Context: an optimization exercise on an open-source flow, tuned for small area. The choices shown serve that exercise and are no tape-out recipe.
Where RTL was checked, it was by simulation tests only, not by an equivalence proof against the original.
Power is estimated from default activity; no workload was simulated.

==> inputs of juniper <==
// MazeRunner
module MazeRunner(
  input clk, RST_n,						 
  output INRT_SS_n,INRT_SCLK,INRT_MOSI,	 
  input INRT_MISO,						 
  input INRT_INT,						 
  output A2D_SS_n,A2D_SCLK,A2D_MOSI,	 
  input A2D_MISO,						 
  output lftPWM1,lftPWM2,				 
  output rghtPWM1,rghtPWM2,				 
  input RX,								 
  input hall_n,							 
  output TX,							 
  output piezo,piezo_n,					 
  output IR_lft_en,						 
  output IR_cntr_en,					 
  output IR_rght_en,					 
  output [7:0] LED
);
==> module IR_math, before the edit <==
module IR_math (clk, rst_n, lft_opn, rght_opn, lft_IR, rght_IR, IR_Dtrm, en_fusion, dsrd_hdng, dsrd_hdng_adj,
               lft_IR_prev1, rght_IR_prev1, capture_lft, capture_rght);
parameter NOM_IR = 12'h900;
input lft_opn, rght_opn, clk, rst_n;
input [11:0] lft_IR, rght_IR;
input [11:0] lft_IR_prev1, rght_IR_prev1;	 
input capture_lft, capture_rght;			 
input signed [8:0] IR_Dtrm;
input en_fusion;
input signed [11:0] dsrd_hdng;
output signed [11:0] dsrd_hdng_adj;
logic signed [12:0] IR_diff;
logic signed [11:0] IR_diff_adj;
logic signed [11:0] IR_adj;
logic signed [11:0] lft_IR_only;
logic signed [11:0] rght_IR_only;
logic signed [12:0] calculated_heading;
assign IR_diff = {1'b0, lft_IR} - {1'b0, rght_IR};
assign IR_diff_adj = IR_diff[12:1];
logic cap_lft_d, cap_rght_d;
always_ff @(posedge clk) begin
	cap_lft_d <= capture_lft;
	cap_rght_d <= capture_rght;
end
assign lft_IR_only = (cap_lft_d ? lft_IR_prev1 : lft_IR) - NOM_IR;
assign rght_IR_only = NOM_IR - (cap_rght_d ? rght_IR_prev1 : rght_IR);
assign IR_adj = (lft_opn && rght_opn) ? 12'h000 :
				(lft_opn) ? rght_IR_only :
				(rght_opn) ? lft_IR_only :
				IR_diff_adj;
assign calculated_heading = { {2{IR_Dtrm[8]}}, IR_Dtrm[8:0], 2'b00 } + { {8{IR_adj[11]}}, IR_adj[10:5] };
assign dsrd_hdng_adj = (en_fusion) ? (calculated_heading[12:1] + dsrd_hdng) : dsrd_hdng;
endmodule
==> flow/config.mk <==
export PLATFORM = sky130hd
export DESIGN_NAME = MazeRunner
export DESIGN_NICKNAME = MazeRunner
export VERILOG_FILES = /design/flow/design.v
export SDC_FILE = /design/flow/constraint.sdc
export NUM_CORES = 4
export LEC_CHECK = 0
export ABC_AREA = 1
export CAP_MARGIN = 20
export CORE_MARGIN = 2
export CORE_UTILIZATION = 60
export CTS_BUF_LIST = sky130_fd_sc_hd__clkbuf_8
export CTS_CLUSTER_DIAMETER = 80
export CTS_CLUSTER_SIZE = 16
export SLEW_MARGIN = 20
==> flow/constraint.sdc <==
create_clock -name core_clock -period 20.0 [get_ports {clk}]
set_input_delay 4.0000 -clock core_clock [delete_from_list [all_inputs] [get_ports {clk}]]
set_output_delay 4.0000 -clock core_clock [all_outputs]
set_load 0.01 [all_outputs]
standard.sh (not shown) runs the stock make flow with config.mk's settings and CLKGATE_MAP_FILE= SYNTH_SCRIPT=/design/flow/synth_recipe.tcl, a recipe that flattens the netlist after the stock synthesis.
==> flow/flow/run.sh <==
#!/bin/bash
# The standard layout (the standard.sh: standard synthesis, ORFS floorplan to finish),
# with clock tree synthesis told not to add dummy loads for balancing.
set -euo pipefail
export CTS_ARGS="-sink_clustering_enable -repair_clock_nets -sink_clustering_size 16 -sink_clustering_max_diameter 80 -buf_list sky130_fd_sc_hd__clkbuf_8 -dont_use_dummy_load"
bash standard.sh > standard.log 2>&1
==> sierra: changes against juniper <==
--- a/flow/design.v
+++ b/flow/design.v
@@ -1248,3 +1248,3 @@
 assign calculated_heading = { {2{IR_Dtrm[8]}}, IR_Dtrm[8:0], 2'b00 } + { {8{IR_adj[11]}}, IR_adj[10:5] };
-assign dsrd_hdng_adj = (en_fusion) ? (calculated_heading[12:1] + dsrd_hdng) : dsrd_hdng;
+assign dsrd_hdng_adj = dsrd_hdng + (en_fusion ? calculated_heading[12:1] : 12'h000);
 endmodule
==> flow/flow/run.sh (replaced) <==
#!/bin/bash
# The standard layout (the standard.sh: standard synthesis, ORFS floorplan to finish),
# with clock tree synthesis told not to add dummy loads for balancing.
set -euo pipefail
export CTS_ARGS="-sink_clustering_enable -repair_clock_nets -sink_clustering_size 20 -sink_clustering_max_diameter 70 -buf_list sky130_fd_sc_hd__clkbuf_8 -dont_use_dummy_load"
bash standard.sh > standard.log 2>&1
==> notes.md <==
item                                                                            sierra                  juniper
DP Area                                                                    43,300 um^2              43,680 um^2
RePlAce Congestion                                                              0.8979                   0.9296
First-pass GRT wire length                                                  154,500 um               161,900 um
Post-route core utilization                                                     0.6292                   0.6318
Total routed wirelength                                                      93,480 um                96,060 um
Portion of the post-synthesis area used by sequential elements                  0.3494                   0.3461
Pin count of the biggest net entering global routing                                71                       67
Post-layout worst setup margin                                                9.103 ns                 8.020 ns
Met2 Usage GRT                                                                  0.4299                   0.4615
Post-Layout Cell Count                                                           5,956                    6,045
Worst Reg-to-Reg Cells                                                              53                       58
Maximum fanout encountered on the critical timing path                              12                       11
Worst IR drop on VDD                                                        0.08748 mV               0.07420 mV
Worst Setup EP                                                  iCNTRL.pid_sum_div8[9]  iCNTRL.pid_sum_div8[10]
Sw power                                                                     0.4347 mW                0.4403 mW
Worst hold slack                                                             0.2361 ns                0.2794 ns
Instance count of the mapped netlist                                             5,037                    5,123
Number of buffers created by CTS                                                    44                       46
Outcome                                                       timing/DRC/antenna clean  timing/DRC/antenna clean
Repair and plain buffers                                                            60                       57
Via count                                                                       32.10k                   32.89k
Total chip power                                                              1.918 mW                 1.931 mW
Final critical-path share of the clock period                                   0.5449                   0.5990
Function not checked in juniper: the RTL went through the layout flow alone.

## separate check: timing with driven ports
The flow's constraints put no driver on any port. The routed layouts listed below were extracted and timed again, unchanged, in two steps. Step 1 sets driving cells, clkbuf_16 on the clock port and buf_2 on the other inputs (assumed; they add their load-dependent delay and slew). Step 2 also shifts input and output timing later by t, the mid clock arrival at the registers, as if the neighbouring blocks saw the same clock. a / b / c = ideal ports / drivers / drivers and shift; a / b = the first two.
| run | t, ns | setup WS [ns] | worst hold slack (ns) | worst setup path at the end |
|---|---|---|---|---|
| juniper | 0.717 | 8.020 / 7.995 / 7.279 | 0.279 / 0.279 / 0.279 | input to register |
| sierra | 0.701 | 9.103 / 9.135 / 8.434 | 0.236 / 0.236 / 0.236 | input to register |
After both steps every run listed still meets setup and hold. The setup slack of juniper, which loses most, moves by -0.025 ns with the drivers and by -0.741 ns with both steps.
